This is an optimization exercise on Yosys and OpenROAD, whose aim is small area and a short achievable clock period, not a production implementation.
Function was not checked in any run shown here: the RTL went through the layout flow alone.

==> flow/design.v (outline; a module is shown in full before it is edited, if it fits) <==
// module hb_filter: 1735 lines
module hb_filter(input logic clk,
                 input logic reset_n,
                 input logic signed [15:0] x_in,
                 output logic signed [15:0] y_out);
  // ...
==> flow/flow/run.sh <==
#!/bin/bash
# Standard layout; synthesis skips Yosys's early "abc -fast" so that the full-adder
# trees written in the RTL reach extract_fa unchanged; repair aims at a large setup margin.
set -euo pipefail
bash standard.sh SYNTH_ARGS=-noabc SETUP_SLACK_MARGIN=12 CTS_CLUSTER_SIZE=20 CTS_CLUSTER_DIAMETER=80 finish > standard.log 2>&1
==> flow/standard.sh <==
#!/bin/bash
# synth_recipe.tcl (not shown) runs the flow's synth.tcl, then flattens the netlist and writes it again
# the make line also repeats each setting of config.mk as NAME=value (left out here)
make -C /OpenROAD-flow-scripts/flow DESIGN_CONFIG=/design/flow/config.mk WORK_HOME=/design/flow/orfs CLKGATE_MAP_FILE= SYNTH_SCRIPT=/design/flow/synth_recipe.tcl "${@:-finish}"
==> flow/config.mk <==
export PLATFORM = sky130hd
export DESIGN_NAME = hb_filter
export DESIGN_NICKNAME = hb_filter
export VERILOG_FILES = /design/flow/design.v
export SDC_FILE = /design/flow/constraint.sdc
export NUM_CORES = 4
export LEC_CHECK = 0
export CAP_MARGIN = 20
export CORE_MARGIN = 2
export CORE_UTILIZATION = 40
export SLEW_MARGIN = 20
==> flow/constraint.sdc <==
create_clock -name core_clock -period 16.0 [get_ports {clk}]
set_input_delay 3.2000 -clock core_clock [delete_from_list [all_inputs] [get_ports {clk}]]
set_output_delay 3.2000 -clock core_clock [all_outputs]
set_load 0.01 [all_outputs]
==> reports/qor.yml, run 1 <==
global_routing:
  met2_usage_pct: 31.3
  grt_busiest_layer: "met2"
  grt_pass1_wl_um: 119000
  gr-usage-met1_pct: 29.2
die:
  ios: 34
  die_h_um: 286
  core.rowCount: 103
finish:
  flops_and_latches: 602
  instances_no_fill: 3399
  num-nonclk-inverters: 322
worst_setup_path:
  required_ns: 12.80
  crit_chain: "buf_6"
  worstReg2RegEnd: "y_out[15]"
placed_design:
  preCtsSetupSlack_ns: 9.54
  place_area_mm2: 0.0335
synth:
  yosys.cell_types.count: 59
  synth_edf_count: 0
  async_flop_share_pct: 79.4
  syn-instance-count: 2177
  synthAdderAreaFrac_pct: 39.3
timing:
  postLayoutSetupSlackWorst_ns: 11.69
  holdWs_ns: 0.322
  final_hold_viol_count: 0
detailed_routing:
  routedWlPerCell_um: 22.9
  wl_met1_um: 36400
  num_vias: 16624
run_status:
  status: "finished clean"
min_path:
  holdCritStartpoint: "taps[7][8]"
  hold_class: "flop to flop"
  hold_depth: 0
run:
  maxCapViolCount: 0
clocking:
  clock-root-buffer: "clkbuf_16"
==> run 2: changes to the inputs <==
--- a/flow/design.v
+++ b/flow/design.v
@@ -6,30 +6,33 @@
   always_ff @(posedge clk or negedge reset_n) begin
     if (~reset_n) begin
       for (int k = 0; k < 25; k = k + 1) taps[k] <= 16'sd0;
     end else begin
       for (int k = 24; k > 0; k = k - 1) taps[k] <= taps[k-1];
       taps[0] <= x_in;
     end
   end
+  wire signed [16:0] pc3 = taps[4] + taps[18];
+  wire signed [16:0] pc4 = taps[6] + taps[16];
+  wire signed [16:0] pc5 = taps[8] + taps[14];
   logic signed [16:0] u1;
   always_ff @(posedge clk) u1 <= taps[0] + taps[22];
   logic signed [16:0] u2;
   always_ff @(posedge clk) u2 <= ~(taps[2] + taps[20]);
   logic signed [18:0] w35;
-  always_ff @(posedge clk) w35 <= ~(taps[8] * 19'sd2 + taps[14] * 19'sd2 + taps[4] + taps[18]);
+  always_ff @(posedge clk) w35 <= ~((pc5 * 19'sd2) + pc3);
   logic signed [16:0] u5;
-  always_ff @(posedge clk) u5 <= taps[8] + taps[14];
+  always_ff @(posedge clk) u5 <= pc5;
   logic signed [16:0] u6;
   always_ff @(posedge clk) u6 <= taps[10] + taps[12];
   logic signed [19:0] w4;
-  always_ff @(posedge clk) w4 <= taps[6] * 20'sd4 + taps[16] * 20'sd4 + taps[24];
+  always_ff @(posedge clk) w4 <= (pc4 * 20'sd4) + taps[24];
   logic signed [16:0] u4;
-  always_ff @(posedge clk) u4 <= ~(taps[6] + taps[16]);
+  always_ff @(posedge clk) u4 <= ~(pc4);
   wire s1, c2;
   assign s1 = u1[9] ^ u1[4];
   assign c2 = u1[9] & u1[4];
   wire s3, c4;
   assign s3 = u1[10] ^ u1[5] ^ u2[9];
   assign c4 = (u1[10] & u1[5]) | (u1[10] & u2[9]) | (u1[5] & u2[9]);
   wire s5, c6;
   assign s5 = u2[6] ^ u2[2] ^ w35[10];
==> run 2 against run 1 <==
Against the previous run: die area fell by 0.99%; count of clock-buffer cells in the layout did not move; sequential share of layout area fell by 0.39 points.
==> reports/qor.yml, run 2 <==
synth:
  syn-instance-count: 2190  # +0.60%
  netlist_area_mm2: 0.0315
  async_flop_share_pct: 79.4  # unchanged
  yosys_warnings: 2
  netlist_top_cells_area: "dfrtp_1 36%, fa_1 30%, ha_1 8.0%, dfxtp_1 7.9%, inv_1 3.9%"
  synth_edf_count: 0  # unchanged
  synthAdderAreaFrac_pct: 37.7  # -1.6 points
  syn-num-nets: 2876
  synth_most_common_cell: "fa_1"
  synth-seq-cells: 602
  yosys.cell_types.count: 59  # unchanged
  synth_compound_area_share_pct: 6.42
  muxShareOfSynthArea_pct: 0.0954
  yosys.area.top_type: "dfrtp_1"
  syn_area_per_cell_um2: 14.4
  synth_simple_gate_area_share_pct: 2.62
  yosysSeqAreaShare_pct: 46.0
  synth_xor_area_share_pct: 3.17
  synth_top_family_by_area: "adder cells"
  netlist.area_leader.share_pct: 35.6
  synthFlopType: "dfrtp_1"
  synth_commonest_cells: "468 x fa_1, 448 x dfrtp_1, 326 x inv_1"
finish:
  regMostFlops: "taps"
  regArea_mm2: 0.0147
  largestRegisters: "taps: 400 flops, w4: 20 flops, w35: 19 flops"
  nFillCells: 6795
  largest_register_ffs: 400
  area_delta_synth_final_pct: 15.1
  fin_nets: 3058
  layout.cells.most_common_list: "432 x fa_1, 431 x dfrtp_1, 313 x inv_1"
  instances_no_fill: 3443  # +1.3%
  final_common_cell: "fa_1"
  finalCoreUtilization_pct: 46.6
  drive_above_1_share_pct: 19.0
  multi_input_area_mm2: 0.0165
timing:
  final_hold_viol_count: 0  # unchanged
  slew_headroom_pct: 42.6
  finClkSkew_ns: 0.0209
  worstMarginPinSlew_ns: 0.839
  max_freq_mhz: 231
  rsz0062_at_grt: "yes"
  period_share_pct: 27.0
  tns_ns: 0
  drv_slew: 0
  min_period_ns: 4.33
  setup_viol: 0
worst_setup_path:
  critPathLaunchType: "flop"
  endpoint_kind: "flop"
  cp_top_family: "compound AO/OA/AOI/OAI gates"
  required_ns: 16.52  # +3.72 ns
  path_class: "flop to flop"
  path_max_fanout: 3
  worstPathArrival_ns: 4.85
  crit_buf_inv: 4
  crit_chain: "ha_4 -> fa_2 -> a21o_1 -> a21oi_2 -> o21bai_2 -> a211oi_2 -> buf_4 -> buf_12 -> nor2_2 -> a211o_1 -> a21oi_2 -> xnor2_2 -> fa_1 -> ha_4 -> buf_4 -> nand4_1 -> inv_1 -> a31o_2 -> a21oi_2 -> xnor2_1"
  max_stage_delay_ns: 0.49
  path_common_cell: "a21oi_2"
  cpMaxStageDelayCell: "fa_1"
die:
  core.rowCount: 102  # -0.97%
  die_h_um: 284  # -0.50%
  start_util_pct: 40.5
  die_x_um: 284
  dieArea_mm2: 0.0809
  coreArea_mm2: 0.0777
  ios: 34  # unchanged
run_status:
  status: "finished clean"
detailed_routing:
  routed_wl_um: 77900
  routedWlPerCell_um: 22.6  # -1.3%
  first_pass_iters: 5
  antenna_left: 0
  drt_first_iter_violations: 1061
  vias_per_cell: 4.86
  num_vias: 16721  # +0.58%
  drc: 0
clocking:
  htree_num_levels: 2
  cts_buffer_depth: 3
  clkSinkCount: 602
  cts.clk_slew.worst_paths_ns: 0.08
  holdBufCountCts: 0
  cts_tree: "built"
  clock-root-buffer: "clkbuf_16"
  numCtsBuffers: 39
  clock_latency_ns: 0.59
placed_design:
  gp_congestion: 0.922
  hpwlAfterDp_um: 61800
  io_buffer_count: 33
  dp.cells: 3264
global_routing:
  grt_pass1_wl_um: 118000  # -0.37%
  grt_max_degree: 91
  grt_pass1_vias: 18735
  grt_use_total_pct: 20.1
  grt-ovfl-total: 0
  antenna_found_initial: 5
run:
  maxCapViolCount: 0  # unchanged
min_path:
  hold_class: "flop to flop"
[run 2: cell types whose count changed after synthesis, moves of 6 or more]
cell / before / now
nand2_1: 36 / 45
nand3_1: 27 / 17
a21oi_1: 90 / 99
fa_1: 500 / 468
nor3_1: 21 / 9
a21o_1: 44 / 59
o211ai_1: 11 / 2
nand2b_1: 5 / 17
and2_1: 6 / 0
o21ai_0: 37 / 50
[run 2: cell type report]
type                       count  share of cell area [%]
clock buffer                  60                    2.97
multi-input combinational   1258                    45.6
tap                         1040                    3.59
sequential                   602                    40.6
inverter                     326                    3.38
timing repair buffer         145                    3.51
clock inverter                10                   0.259
antenna                        2                  0.0138
[run 2: per-layer routing]
layer | track usage [%] | vias to the layer above | wire length (um)
li1 | - | 7371 | -
met1 | 27.6 | 8830 | 34700
met2 | 31.3 | 395 | 35300
met3 | 5.29 | 123 | 5200
met4 | 6.12 | 2 | 2690
met5 | 0 | - | 16
[run 2: what timing repair did]
action	in CTS	in global routing
endpoints found under the hold margin	0	0
setup buffers	54	51
endpoints found under the setup margin	457	242
pin swaps	81	88
cloned	0	2
gates resized for setup	327	87
[run 2: kinds of logic after synthesis]
group                    Yosys count
buffers and inverters            330
AND/OR/NAND/NOR                  166
flip-flops                       602
adder cells (fa/ha/maj)          668
AO/OA/AOI/OAI                    307
XOR/XNOR                         114
multiplexers                       3
[run 2: per-stage QoR]
stage	area [um2]	setup WS, ns	hold slack, ns
2_1_floorplan	31500	12.00	0.317
3_3_place_gp	33100	10.31	0.327
3_5_place_dp	33100	10.24	0.327
4_1_cts	35400	11.66	0.339
5_1_grt	36200	11.51	0.350
6_report	36200	11.67	0.337
[run 2: worst paths after layout]
kind | from | to | slack, ns | cells past startpoint
setup / recovery | taps[8][0] | w35[18] | 11.67 | 20
min in group asynchronous | reset_n | taps[5][4] | 2.57 | 1
max in group asynchronous | reset_n | r0_21_1 | 12.29 | 3
hold / removal | u4[0] | r0_0_1 | 0.34 | 0
setup reg to reg | taps[8][0] | w35[18] | 11.67 | 20
hold reg to reg | u4[0] | r0_0_1 | 0.34 | 0
==> run 3: changes to the inputs <==
==> flow/flow/run.sh (replaced) <==
#!/bin/bash
# Standard layout; synthesis skips Yosys's early "abc -fast" so that the full-adder
# trees written in the RTL reach extract_fa unchanged; repair aims at a large setup margin.
set -euo pipefail
bash standard.sh SYNTH_ARGS=-noabc SETUP_SLACK_MARGIN=12 CTS_CLUSTER_SIZE=30 CTS_CLUSTER_DIAMETER=100 finish > standard.log 2>&1
==> run 3 against run 2 <==
Against the previous run: still clean on timing, DRC and antenna; register-to-register slack is essentially flat; global-route usage shrank 0.19 points; maximum frequency shrank 0.62%; sequential share of layout area grew 0.44 points.
==> reports/qor.yml, run 3 <==
clocking:
  htree_num_levels: 1  # -1
  clock-root-buffer: "clkbuf_16"
  holdBufCountCts: 0  # unchanged
  numCtsBuffers: 28  # -28%
  cts.clk_slew.worst_paths_ns: 0.11  # +0.03 ns
  clock_latency_ns: 0.64  # +0.05 ns
  clkSinkCount: 602  # unchanged
  cts_buffer_depth: 3  # unchanged
  cts_tree: "built"
synth:
  netlist.area_leader.share_pct: 35.6  # unchanged
  synthFlopType: "dfrtp_1"
  synth_most_common_cell: "fa_1"
  netlist_area_mm2: 0.0315  # unchanged
  yosys.cell_types.count: 59  # unchanged
  synth_edf_count: 0  # unchanged
  syn-num-nets: 2876  # unchanged
  synth-seq-cells: 602  # unchanged
  yosys_warnings: 2  # unchanged
  yosysSeqAreaShare_pct: 46.0  # unchanged
  netlist_top_cells_area: "dfrtp_1 36%, fa_1 30%, ha_1 8.0%, dfxtp_1 7.9%, inv_1 3.9%"
  synth_commonest_cells: "468 x fa_1, 448 x dfrtp_1, 326 x inv_1"
  yosys.area.top_type: "dfrtp_1"
  syn-instance-count: 2190  # unchanged
  async_flop_share_pct: 79.4  # unchanged
  syn_area_per_cell_um2: 14.4  # unchanged
timing:
  min_period_ns: 4.35  # +0.0270 ns
  rsz0062_at_grt: "yes"
  drv_slew: 0  # unchanged
  period_share_pct: 27.2  # +0.17 points
  holdWs_ns: 0.336  # -0.000542 ns
  max_freq_mhz: 230  # -0.62%
  tns_ns: 0  # unchanged
  setup_viol: 0  # unchanged
  worstMarginPinSlew_ns: 0.813  # -0.0264 ns
  finClkSkew_ns: 0.0561  # +0.0352 ns
  postLayoutSetupSlackWorst_ns: 11.65  # -0.0270 ns
  final_hold_viol_count: 0  # unchanged
  slew_headroom_pct: 44.4  # +1.8 points
min_path:
  hold_class: "flop to flop"
  hold_depth: 0  # unchanged
  holdCritStartpoint: "u4[0]"
  min_to: "r0_0_1"
finish:
  layout.cells.most_common_list: "436 x fa_1, 431 x dfrtp_1, 313 x inv_1"
  final_common_cell: "fa_1"
  largestRegisters: "taps: 400 flops, w4: 20 flops, w35: 19 flops"
  multi_input_area_mm2: 0.0165  # -0.47%
  fin_nets: 3039  # -0.62%
  regMostFlops: "taps"
  drive_above_1_share_pct: 18.1  # -0.89 points
  largest_register_ffs: 400  # unchanged
  fin_area_mm2: 0.0358  # -1.1%
  regArea_mm2: 0.0147  # about the same
  nFillCells: 6817  # +0.32%
  area_delta_synth_final_pct: 13.9
die:
  start_util_pct: 40.5  # unchanged
  coreArea_mm2: 0.0777  # unchanged
  ios: 34  # unchanged
  die_x_um: 284  # unchanged
  dieArea_mm2: 0.0809  # unchanged
  core.rowCount: 102  # unchanged
  die_h_um: 284  # unchanged
run_status:
  status: "finished clean"
worst_setup_path:
  critPathLaunchType: "flop"
  path_max_fanout: 1  # -2
  cp_top_family: "flip-flops"
  crit_chain: "buf_6"
  max_stage_delay_ns: 0.40  # -0.09 ns
  r2r-start: "taps[14][0]"
  worstPathArrival_ns: 1.15  # -3.70 ns
  reg2reg_setup_slack_ns: 11.68  # about the same
  required_ns: 12.80  # -3.72 ns
  r2r_cells: 20  # unchanged
  crit_buf_inv: 1  # -3
  path_class: "flop to output pin"
  endpoint_kind: "output pin"
  cpMaxStageDelayCell: "dfrtp_1"
  worstReg2RegEnd: "w35[18]"
detailed_routing:
  num_vias: 16611  # -0.66%
  drc: 0  # unchanged
  antenna_left: 0  # unchanged
  routedWlPerCell_um: 22.5  # -0.49%
  first_pass_iters: 5  # unchanged
  drt_first_iter_violations: 1117  # +5.3%
  vias_per_cell: 4.86  # about the same
  routed_wl_um: 76900  # -1.2%
global_routing:
  grt_max_degree: 91  # unchanged
  antenna_found_initial: 3  # -2
  grt_pass1_vias: 18605  # -0.69%
  grt_pass1_wl_um: 118000  # about the same
  grt-ovfl-total: 0  # unchanged
  grt_use_total_pct: 19.9  # -0.19 points
placed_design:
  place_area_mm2: 0.0331  # unchanged
  hpwlAfterDp_um: 61800  # unchanged
  preCtsSetupSlack_ns: 10.24  # unchanged
  io_buffer_count: 33  # unchanged
  gp_congestion: 0.922  # unchanged
run:
  maxCapViolCount: 0  # unchanged
run 3: cell counts after synthesis:
No cell type changed its count.
run 3: how the worst max path moves through the flow:
stage,start,to,slack (ns),cells after the start
2_1_floorplan,taps[8][0],w35[16],12.00,18
3_3_place_gp,reset_n,taps[7][14],10.31,3
3_5_place_dp,reset_n,taps[9][14],10.24,3
4_1_cts,y_out[4],y_out[4],11.59,1
5_1_grt,taps[14][0],w35[16],11.48,20
6_report,y_out[4],y_out[4],11.65,1
run 3: area by class of cell:
type	count	share of cell area (%)
Sequential cell	602	41.1
Timing Repair Buffer	137	3.30
Clock buffer	41	2.15
Clock inverter	11	0.482
Inverter	326	3.42
Multi-Input combinational cell	1258	45.9
Tap cell	1040	3.63
Antenna cell	2	0.0140
run 3: stage by stage:
stage	cells	util, %
2_1_floorplan	2190	-
3_3_place_gp	3264	42.6
3_5_place_dp	3264	42.6
4_1_cts	3368	45.3
5_1_grt	3415	46.1
6_report	3417	46.1
run 3: timing repair:
item | 4_1_cts | 5_1_grt
resized for setup | 335 | 62
setup endpoints to repair | 457 | 299
gates cloned | 0 | 0
setup buffers | 52 | 47
pin swaps | 75 | 77
run 3: per-layer routing:
layer | share of wire (%) | global-route usage [%] | vias up
met2 | 46 | 31.8 | 325
met4 | 2.2 | 4.39 | 2
li1 | - | - | 7333
met1 | 47 | 28.9 | 8875
met5 | 0.017 | 0 | -
met3 | 4.6 | 2.92 | 76
run 3: worst register-to-register path: stages, from the launching register on:
cell and delay [ns]:
dfrtp_1 0.43, ha_4 0.19, fa_2 0.37, a21o_1 0.20
a21oi_2 0.20, o21bai_2 0.10, a211oi_2 0.18, buf_4 0.16
buf_12 0.10, nor2_2 0.03, a211o_1 0.33, a21oi_2 0.21
xnor2_2 0.10, fa_1 0.60, ha_4 0.23, a21oi_4 0.12
o21ai_1 0.08, a21o_1 0.16, a31o_2 0.22, a21oi_2 0.15
xnor2_1 0.12
run 3: kinds of logic (layout without fill, tap and decap cells):
family / Yosys count / after routing / synth area share (%)
xor gates and xnor gates: 114 / 114 / 3.17
and+or+nand+nor: 166 / 166 / 2.62
muxes: 3 / 3 / 0.0954
other: 0 / 2 / 0
buffers and inverters: 330 / 515 / 3.94
adders and majority gates: 668 / 668 / 37.7
DFF: 602 / 602 / 46.0
AOI/OAI and AO/OA: 307 / 307 / 6.42

-- afterwards: timing with drivers on the ports --
Ports are ideal in the flow. The routed layouts listed here were re-timed in OpenROAD.
Step 1 (the two cells are an assumption about what drives the block):
set clk [get_ports {clk}]
set_driving_cell -lib_cell sky130_fd_sc_hd__clkbuf_16 $clk
set_driving_cell -lib_cell sky130_fd_sc_hd__buf_2 [delete_from_list [all_inputs] $clk]
Step 2, shift: input delay + t, output delay - t, t = (earliest + latest rising clock arrival at the registers) / 2. This alone moves slack from input paths to output paths.
Slacks: ideal ports / drivers / drivers and shift; pairs: ideal ports / drivers.
run	t, ns	setup WS [ns]	hold slack, ns
run 1	0.653	11.685 / 11.623 / 11.551	0.322 / 0.322 / 0.322
run 2	0.635	11.672 / 11.651 / 11.651	0.337 / 0.337 / 0.337
run 3	0.675	11.645 / 11.583 / 11.567	0.336 / 0.336 / 0.336
After both steps every run listed still meets setup and hold. The setup slack of run 1, which loses most, moves by -0.062 ns with the drivers and by -0.134 ns with both steps. The worst setup slack also covers recovery checks on asynchronous resets.
